Background: an optimization exercise with open tools, aiming at small area, a short achievable clock period and few clock cycles. Do not read the settings as production practice. The RTL was checked by simulation tests, not by an equivalence proof against the original design.

==> flow/design.v <==
module pfx_add15 (
  input  [14:0] a, b,
  input         cin,
  output [14:0] s,
  output        cout
);
  wire [15:0] g0 = {a & b, cin};
  wire [15:0] p0 = {a ^ b, 1'b0};
  wire [15:0] g1, p1, g2, p2, g3, p3, g4, p4;
  genvar i;
  generate
    for (i = 0; i < 16; i = i + 1) begin : l1
      if (i & 1) begin
        assign g1[i] = g0[i] | (p0[i] & g0[i-1]);
        assign p1[i] = p0[i] & p0[i-1];
      end else begin
        assign g1[i] = g0[i];
        assign p1[i] = p0[i];
      end
    end
    for (i = 0; i < 16; i = i + 1) begin : l2
      if (i & 2) begin
        assign g2[i] = g1[i] | (p1[i] & g1[(i & ~3) + 1]);
        assign p2[i] = p1[i] & p1[(i & ~3) + 1];
      end else begin
        assign g2[i] = g1[i];
        assign p2[i] = p1[i];
      end
    end
    for (i = 0; i < 16; i = i + 1) begin : l3
      if (i & 4) begin
        assign g3[i] = g2[i] | (p2[i] & g2[(i & ~7) + 3]);
        assign p3[i] = p2[i] & p2[(i & ~7) + 3];
      end else begin
        assign g3[i] = g2[i];
        assign p3[i] = p2[i];
      end
    end
    for (i = 0; i < 16; i = i + 1) begin : l4
      if (i & 8) begin
        assign g4[i] = g3[i] | (p3[i] & g3[7]);
        assign p4[i] = p3[i] & p3[7];
      end else begin
        assign g4[i] = g3[i];
        assign p4[i] = p3[i];
      end
    end
  endgenerate
  assign s    = p0[15:1] ^ g4[14:0];
  assign cout = g4[15];
endmodule
module wadd (
  input  [15:0] a, b,
  input         cin,
  output [15:0] r
);
  wire [14:0] lo;
  wire        c15;
  pfx_add15 u (.a(a[14:0]), .b(b[14:0]), .cin(cin), .s(lo), .cout(c15));
  assign r = {(a[15] == b[15]) ? a[15] : ~c15, lo};
endmodule
module wadd3 (
  input  [15:0] y, t0, t1, t2, e0,
  input         cin0, cin1, cin2,
  input         three,
  output [15:0] r
);
  wire [14:0] L = y[14:0];
  wire [14:0] a = t0[14:0], b = t1[14:0], c = t2[14:0];
  wire [14:0] s1 = L ^ a ^ b;
  wire [15:0] k1 = {(L & a) | (L & b) | (a & b), cin0};
  wire [14:0] s2 = s1 ^ k1[14:0] ^ c;
  wire [15:0] k2 = {(s1 & k1[14:0]) | (s1 & c) | (k1[14:0] & c), cin1};
  wire [14:0] lo;
  wire        cpa_c;
  pfx_add15 u (.a(three ? s2 : L), .b(three ? k2[14:0] : e0[14:0]),
               .cin(three ? cin2 : cin0), .s(lo), .cout(cpa_c));
  wire [14:0] u0s, u1s;
  wire        c0, co2;
  pfx_add15 u0 (.a(L), .b(a), .cin(cin0), .s(u0s), .cout(c0));
  pfx_add15 u1 (.a(s1), .b(k1[14:0]), .cin(cin1), .s(u1s), .cout(co2));
  wire c1 = k1[15] ^ co2 ^ c0;
  wire c2 = k2[15] ^ cpa_c ^ co2;
  wire S1 = (y[15] == t0[15]) ? y[15] : ~c0;
  wire S2 = (S1 == t1[15]) ? S1 : ~c1;
  wire S3 = (S2 == t2[15]) ? S2 : ~c2;
  wire E1 = (y[15] == e0[15]) ? y[15] : ~cpa_c;
  assign r = {three ? S3 : E1, lo};
endmodule
module recon_top_level #(parameter WIDTH = 15)(
  input  [WIDTH:0] Xo, Zo, Yo,
  input            clk,
  input            ext_reset,
  input  [1:0]     sel,
  output [WIDTH:0] mac_out,
  output [WIDTH:0] f,
  input            af_en,
  output           complete
);
  reg [15:0] X, Y, Z, M;
  reg [3:0]  cnt;
  reg        mac, hyp, pre1, pre2, dv;
  reg        three;            
  reg        dr;               
  reg        zfirst;           
  reg        last;             
  reg        s0, s1, af;       
  reg        done;
  assign mac_out  = M;
  assign f        = s1 ? ((s0 || !M[15]) ? M : 16'h0000) : Z;
  assign complete = done;
  function [15:0] divop(input [15:0] w);
    divop = {w[15], w[14:0] >> 2};
  endfunction
  wire dy0 = dr;
  wire dy1 = three & Z[1];
  wire dy2 = three & Z[2];
  wire [31:0] xsx = {{16{X[15]}}, X} >> cnt;
  wire [31:0] ysx = {{16{Y[15]}}, Y} >> cnt;
  wire [15:0] xs = hyp ? xsx[15:0] : X;
  wire [15:0] ys = ysx[15:0];
  wire [15:0] e0 = xs ^ {16{dy0}};
  wire [15:0] t0 = X ^ {16{dy0}};
  wire [15:0] t1 = three ? ({X[15], X[15:1]} ^ {16{dy1}}) : 16'h0000;
  wire [15:0] t2 = three ? ({{2{X[15]}}, X[15:2]} ^ {16{dy2}}) : 16'h0000;
  wire [15:0] y_n;
  wadd3 yadd (.y(Y), .t0(t0), .t1(t1), .t2(t2), .e0(e0), .cin0(dy0),
              .cin1(dy1), .cin2(dy2), .three(three), .r(y_n));
  wire dx = hyp & dr;
  wire [15:0] x_n;
  wadd xadd (.a(X), .b(ys ^ {16{dx}}), .cin(dx), .r(x_n));
  reg [15:0] rz;
  always @*
    case (cnt)
      4'd1:  rz = 16'h0232;
      4'd2:  rz = 16'h0106;
      4'd3:  rz = 16'h0081;
      4'd4:  rz = 16'h0040;
      4'd5:  rz = 16'h0020;
      4'd6:  rz = 16'h0010;
      4'd7:  rz = 16'h0008;
      4'd8:  rz = 16'h0004;
      4'd9:  rz = 16'h0002;
      default: rz = 16'h0001;
    endcase
  wire [15:0] z_n;
  wadd zadd (.a(zfirst ? M : Z), .b(dr ? rz : ~rz), .cin(~dr), .r(z_n));
  wire       zin = Zo[15:11] == 5'b00000 || Zo[15:11] == 5'b11111;
  wire [9:0] dvec = zin ? {~Zo[2], ~Zo[3], ~Zo[4], ~Zo[5], ~Zo[6], ~Zo[7],
                           ~Zo[8], ~Zo[9], ~Zo[10], Zo[11]}
                        : {10{Zo[15]}};
  wire [15:0] st_y;
  wadd sadd (.a(Yo), .b(Xo ^ {16{dvec[0]}}), .cin(dvec[0]), .r(st_y));
  wire q = ~Y[15];
  wire go_exp = !s1 && af;
  always @(posedge clk) begin
    if (ext_reset) begin
      X     <= {Xo[15], Xo[15:1]};
      Y     <= st_y;
      Z     <= {7'b0000000, dvec[9:1]};
      dr    <= dvec[1];
      s0    <= sel[0];
      s1    <= sel[1];
      af    <= af_en;
      cnt   <= 4'd1;
      mac   <= 1'b1;
      hyp   <= 1'b0;
      pre1  <= 1'b0;
      pre2  <= 1'b0;
      dv    <= 1'b0;
      three <= 1'b1;
      last  <= 1'b0;
      done  <= 1'b0;
    end else begin
      if (mac) begin
        Y     <= y_n;
        X     <= {{3{X[15]}}, X[15:3]};
        Z     <= {3'b000, Z[15:3]};
        dr    <= Z[3];
        cnt   <= cnt + 4'd3;
        last  <= cnt == 4'd4;
        if (last) begin
          M     <= y_n;
          mac   <= 1'b0;
          three <= 1'b0;
          last  <= 1'b0;
          if (go_exp) begin
            X   <= 16'h04d4;
            Y   <= 16'h0000;
            dr  <= y_n[15];
            zfirst <= 1'b1;
            cnt <= 4'd1;
            hyp <= 1'b1;
          end else begin
            Z    <= s0 ? 16'h07fe : 16'h0002;
            done <= 1'b1;
          end
        end
      end
      if (hyp) begin
        X    <= x_n;
        Y    <= y_n;
        Z    <= z_n;
        dr   <= z_n[15];
        zfirst <= 1'b0;
        cnt  <= cnt + 4'd1;
        last <= cnt == 4'd9;
        if (last) begin
          cnt  <= 4'd0;
          hyp  <= 1'b0;
          last <= 1'b0;
          pre1 <= 1'b1;
        end
      end
      if (pre1) begin
        pre1 <= 1'b0;
        if (s0) begin
          X  <= divop(Y);
          Y  <= divop(X);
          dr <= ~X[15];
          dv <= 1'b1;
        end else begin
          X    <= x_n;
          Y    <= 16'h0400;
          pre2 <= 1'b1;
        end
      end
      if (pre2) begin
        X    <= divop(x_n);
        Y    <= divop(X);
        dr   <= ~X[15];
        pre2 <= 1'b0;
        dv   <= 1'b1;
      end
      if (dv) begin
        Y    <= y_n;
        X    <= {X[15], X[15:1]};
        Z    <= {Z[14:0], q};
        dr   <= ~y_n[15];
        cnt  <= cnt + 4'd1;
        last <= cnt == 4'd8;
        if (last) begin
          Z    <= {{5{~Z[8]}}, Z[7:0], q, 2'b10};
          dv   <= 1'b0;
          last <= 1'b0;
          done <= 1'b1;
        end
      end
    end
  end
endmodule
export LEC_CHECK = 0
export ABC_AREA = 1
export CAP_MARGIN = 20
export CORE_MARGIN = 2
export CORE_UTILIZATION = 40
export SETUP_SLACK_MARGIN = 4
export SLEW_MARGIN = 20
create_clock -name core_clock -period 8.5 [get_ports {clk}]
run.sh (not shown) runs the stock make flow with config.mk's settings and CLKGATE_MAP_FILE= SYNTH_SCRIPT=/design/flow/synth_recipe.tcl, a recipe that flattens the netlist after the stock synthesis.
Testbench counts at the start, summed over its fixed seeds: cycles 22,142.
==> next run, changes <==
--- a/flow/design.v
+++ b/flow/design.v
@@ -170,10 +170,12 @@
       dv    <= 1'b0;
       three <= 1'b1;
       last  <= 1'b0;
       done  <= 1'b0;
     end else begin
+      X <= {{3{X[15]}}, X[15:3]};
+      Y <= y_n;
       if (mac) begin
         Y     <= y_n;
         X     <= {{3{X[15]}}, X[15:3]};
         Z     <= {3'b000, Z[15:3]};
         dr    <= Z[3];
The changed run completed without violations.
Routed wire length fell by a few percent.
Flip-flop and latch count stays the same.
Final cell count stays flat.
Fmax rose by a few percent.
Clock skew rose by 0.0069 ns.
Non-clock buffer count fell by 35.
Synthesized cell count rose by a few percent.
Testbench counts after the change, summed over its fixed seeds: cycles 22,142.

recon_top_level, a different RTL version from the one above (not shown whole).
For scale: ~86 I/O pins, roughly 12,000 um2 of cells after synthesis.
==> module recon_top_level, before the edit <==
module recon_top_level #(parameter WIDTH = 15)(
  input  [WIDTH:0] Xo, Zo, Yo,
  input            clk,
  input            ext_reset,
  input  [1:0]     sel,
  output [WIDTH:0] mac_out,
  output [WIDTH:0] f,
  input            af_en,
  output           complete
);
  reg [15:0] X, Y, Z, M;
  reg [3:0]  cnt;
  reg        mac, hyp, pre, dv;
  reg        three;            
  reg        tm;               
  reg        dr;               
  reg        zfirst;           
  reg        last;             
  reg        s0, s1, af;       
  reg        done;
  assign mac_out  = M;
  assign f        = s1 ? ((s0 || !M[15]) ? M : 16'h0000) : Z;
  assign complete = done;
  function [15:0] divop(input [15:0] w);
    divop = {w[15], w[14:0] >> 2};
  endfunction
  wire dy0 = dr;
  wire dy1 = tm & Z[1];
  wire dy2 = tm & Z[2];
  wire [31:0] xsx = {{16{X[15]}}, X} >> cnt;
  wire [31:0] ysx = {{16{Y[15]}}, Y} >> cnt;
  wire [15:0] xs = hyp ? xsx[15:0] : X;
  wire [15:0] ys = ysx[15:0];
  wire [15:0] e0 = xs ^ {16{dy0}};
  wire [15:0] t0 = X ^ {16{dy0}};
  wire [15:0] t1 = tm ? ({X[15], X[15:1]} ^ {16{dy1}}) : {5'b00000, pre, 10'b0};
  wire [15:0] t2 = tm ? ({{2{X[15]}}, X[15:2]} ^ {16{dy2}}) : 16'h0000;
  wire [15:0] y_n;
  wadd3 yadd (.y(Y), .t0(t0), .t1(t1), .t2(t2), .e0(e0), .cin0(dy0),
              .cin1(dy1), .cin2(dy2), .three(three), .r(y_n));
  wire dx = hyp & dr;
  wire [15:0] x_n;
  wadd xadd (.a(X), .b(ys ^ {16{dx}}), .cin(dx), .r(x_n));
  reg [15:0] rz;
  always @*
    case (cnt)
      4'd1:  rz = 16'h0232;
      4'd2:  rz = 16'h0106;
      4'd3:  rz = 16'h0081;
      4'd4:  rz = 16'h0040;
      4'd5:  rz = 16'h0020;
      4'd6:  rz = 16'h0010;
      4'd7:  rz = 16'h0008;
      4'd8:  rz = 16'h0004;
      4'd9:  rz = 16'h0002;
      default: rz = 16'h0001;
    endcase
  wire [15:0] z_n;
  wadd zadd (.a(zfirst ? M : Z), .b(dr ? rz : ~rz), .cin(~dr), .r(z_n));
  wire       zin = Zo[15:11] == 5'b00000 || Zo[15:11] == 5'b11111;
  wire [9:0] dvec = zin ? {~Zo[2], ~Zo[3], ~Zo[4], ~Zo[5], ~Zo[6], ~Zo[7],
                           ~Zo[8], ~Zo[9], ~Zo[10], Zo[11]}
                        : {10{Zo[15]}};
  wire [15:0] st_y;
  wadd sadd (.a(Yo), .b(Xo ^ {16{Zo[15]}}), .cin(Zo[15]), .r(st_y));
  wire q = ~Y[15];
  wire go_exp = !s1 && af;
  always @(posedge clk) begin
    if (ext_reset) begin
      X     <= {Xo[15], Xo[15:1]};
      Y     <= st_y;
      Z     <= {7'b0000000, dvec[9:1]};
      dr    <= dvec[1];
      s0    <= sel[0];
      s1    <= sel[1];
      af    <= af_en;
      cnt   <= 4'd1;
      mac   <= 1'b1;
      hyp   <= 1'b0;
      pre   <= 1'b0;
      dv    <= 1'b0;
      three <= 1'b1;
      tm    <= 1'b1;
      last  <= 1'b0;
      done  <= 1'b0;
    end else begin
      X <= {{3{X[15]}}, X[15:3]};
      Y <= y_n;
      if (mac) begin
        Y     <= y_n;
        X     <= {{3{X[15]}}, X[15:3]};
        Z     <= {3'b000, Z[15:3]};
        dr    <= Z[3];
        cnt   <= cnt + 4'd3;
        last  <= cnt == 4'd4;
        if (last) begin
          M     <= y_n;
          mac   <= 1'b0;
          three <= 1'b0;
          tm    <= 1'b0;
          last  <= 1'b0;
          if (go_exp) begin
            X   <= 16'h04d4;
            Y   <= 16'h0000;
            dr  <= y_n[15];
            zfirst <= 1'b1;
            cnt <= 4'd1;
            hyp <= 1'b1;
          end else begin
            Z    <= s0 ? 16'h07fe : 16'h0002;
            done <= 1'b1;
          end
        end
      end
      if (hyp) begin
        X    <= x_n;
        Y    <= y_n;
        Z    <= z_n;
        dr   <= z_n[15];
        zfirst <= 1'b0;
        cnt  <= cnt + 4'd1;
        last <= cnt == 4'd9;
        if (last) begin
          cnt  <= 4'd0;
          hyp  <= 1'b0;
          last <= 1'b0;
          if (s0) begin
            X  <= divop(y_n);
            Y  <= divop(x_n);
            dr <= ~x_n[15];
            dv <= 1'b1;
          end else begin
            dr    <= 1'b0;
            three <= 1'b1;
            pre   <= 1'b1;
          end
        end
      end
      if (pre) begin
        X     <= divop(y_n);
        Y     <= divop(x_n);
        dr    <= ~x_n[15];
        three <= 1'b0;
        pre   <= 1'b0;
        dv    <= 1'b1;
      end
      if (dv) begin
        Y    <= y_n;
        X    <= {X[15], X[15:1]};
        Z    <= {Z[14:0], q};
        dr   <= ~y_n[15];
        cnt  <= cnt + 4'd1;
        last <= cnt == 4'd8;
        if (last) begin
          Z    <= {{5{~Z[8]}}, Z[7:0], q, 2'b10};
          dv   <= 1'b0;
          last <= 1'b0;
          done <= 1'b1;
        end
      end
    end
  end
endmodule
clock: 8.5 ns
lec_check: 0
abc_area: 1
cap_margin: 20
core_margin: 2
core_utilization: 40
setup_slack_margin: 4
slew_margin: 20
standard.sh (not shown) runs the stock make flow with config.mk's settings and CLKGATE_MAP_FILE= SYNTH_SCRIPT=/design/flow/synth_recipe.tcl, a recipe that flattens the netlist after the stock synthesis.
==> flow/flow/run.sh <==
#!/bin/bash
# The standard layout (standard.sh, unchanged synthesis and steps); the only
# difference: the input and output port buffers are buf_2 cells instead of the
# default pick (a delay buffer). Every tool's output goes to make.log here, and
# ORFS keeps each step's own log under orfs/logs/.
set -euo pipefail
export BUFFER_PORTS_ARGS="-buffer_cell sky130_fd_sc_hd__buf_2"
bash standard.sh > make.log 2>&1
The baseline ran to the end with no violations.
Testbench counts at the start, summed over its fixed seeds: cycles 21,559.
Rerun with:
--- a/flow/design.v
+++ b/flow/design.v
@@ -99,9 +99,8 @@
 );
   reg [15:0] X, Y, Z, M;
   reg [3:0]  cnt;
-  reg        mac, hyp, pre, dv;
+  reg        mac, hyp, pre1, pre2, dv;
   reg        three;            
-  reg        tm;               
   reg        dr;               
   reg        zfirst;           
   reg        last;             
@@ -114,16 +113,16 @@
     divop = {w[15], w[14:0] >> 2};
   endfunction
   wire dy0 = dr;
-  wire dy1 = tm & Z[1];
-  wire dy2 = tm & Z[2];
+  wire dy1 = three & Z[1];
+  wire dy2 = three & Z[2];
   wire [31:0] xsx = {{16{X[15]}}, X} >> cnt;
   wire [31:0] ysx = {{16{Y[15]}}, Y} >> cnt;
   wire [15:0] xs = hyp ? xsx[15:0] : X;
   wire [15:0] ys = ysx[15:0];
   wire [15:0] e0 = xs ^ {16{dy0}};
   wire [15:0] t0 = X ^ {16{dy0}};
-  wire [15:0] t1 = tm ? ({X[15], X[15:1]} ^ {16{dy1}}) : {5'b00000, pre, 10'b0};
-  wire [15:0] t2 = tm ? ({{2{X[15]}}, X[15:2]} ^ {16{dy2}}) : 16'h0000;
+  wire [15:0] t1 = three ? ({X[15], X[15:1]} ^ {16{dy1}}) : 16'h0000;
+  wire [15:0] t2 = three ? ({{2{X[15]}}, X[15:2]} ^ {16{dy2}}) : 16'h0000;
   wire [15:0] y_n;
   wadd3 yadd (.y(Y), .t0(t0), .t1(t1), .t2(t2), .e0(e0), .cin0(dy0),
               .cin1(dy1), .cin2(dy2), .three(three), .r(y_n));
@@ -166,10 +165,10 @@
       cnt   <= 4'd1;
       mac   <= 1'b1;
       hyp   <= 1'b0;
-      pre   <= 1'b0;
+      pre1  <= 1'b0;
+      pre2  <= 1'b0;
       dv    <= 1'b0;
       three <= 1'b1;
-      tm    <= 1'b1;
       last  <= 1'b0;
       done  <= 1'b0;
     end else begin
@@ -186,7 +185,6 @@
           M     <= y_n;
           mac   <= 1'b0;
           three <= 1'b0;
-          tm    <= 1'b0;
           last  <= 1'b0;
           if (go_exp) begin
             X   <= 16'h04d4;
@@ -213,25 +211,28 @@
           cnt  <= 4'd0;
           hyp  <= 1'b0;
           last <= 1'b0;
-          if (s0) begin
-            X  <= divop(y_n);
-            Y  <= divop(x_n);
-            dr <= ~x_n[15];
-            dv <= 1'b1;
-          end else begin
-            dr    <= 1'b0;
-            three <= 1'b1;
-            pre   <= 1'b1;
-          end
-        end
-      end
-      if (pre) begin
-        X     <= divop(y_n);
-        Y     <= divop(x_n);
-        dr    <= ~x_n[15];
-        three <= 1'b0;
-        pre   <= 1'b0;
-        dv    <= 1'b1;
+          pre1 <= 1'b1;
+        end
+      end
+      if (pre1) begin
+        pre1 <= 1'b0;
+        if (s0) begin
+          X  <= divop(Y);
+          Y  <= divop(X);
+          dr <= ~X[15];
+          dv <= 1'b1;
+        end else begin
+          X    <= x_n;
+          Y    <= 16'h0400;
+          pre2 <= 1'b1;
+        end
+      end
+      if (pre2) begin
+        X    <= divop(x_n);
+        Y    <= divop(X);
+        dr   <= ~X[15];
+        pre2 <= 1'b0;
+        dv   <= 1'b1;
       end
       if (dv) begin
         Y    <= y_n;
What happened: Hold slack is better by 15 ps; wire length came out higher slightly; worst setup slack is better by 12 ps; die area barely changes; count of clock-buffer cells in the layout came out lower by 1.
Testbench counts after the change, summed over its fixed seeds: cycles 22,142.

## afterwards: timing with drivers on the ports
Ports are ideal in the flow. The routed layouts listed here were re-timed in OpenROAD. Step 1 (the two cells are an assumption about what drives the block):
set clk [get_ports {clk}]
set_driving_cell -lib_cell sky130_fd_sc_hd__clkbuf_16 $clk
set_driving_cell -lib_cell sky130_fd_sc_hd__buf_2 [delete_from_list [all_inputs] $clk]
Step 2 also shifts input and output timing later by t, the mid clock arrival at the registers, as if the neighbouring blocks saw the same clock. Three values: ideal ports, drivers, drivers and shift; two values: the first two.
| run | t, ns | slack for setup (ns) | hold WS [ns] | latest minus earliest clock arrival (ns) | worst register clock-pin slew, ns |
|---|---|---|---|---|---|
| the first run of note 1 | 0.403 | 4.046 / 4.046 / 3.855 | 0.530 / 0.530 / 0.530 | 0.017 / 0.017 | 0.08 / 0.08 |
| the second run of note 1 | 0.416 | 4.225 / 4.186 / 3.864 | 0.524 / 0.524 / 0.524 | 0.023 / 0.024 | 0.09 / 0.09 |
| the first run of note 2 | 0.406 | 4.145 / 4.145 / 3.977 | 0.488 / 0.488 / 0.488 | 0.020 / 0.019 | 0.08 / 0.08 |
| the second run of note 2 | 0.413 | 4.157 / 4.157 / 3.973 | 0.503 / 0.503 / 0.503 | 0.013 / 0.013 | 0.08 / 0.08 |
After both steps setup and hold are still met in every run listed. For the second run of note 1, which loses most, drivers alone change the setup slack by -0.039 ns; drivers and shift together by -0.361 ns.
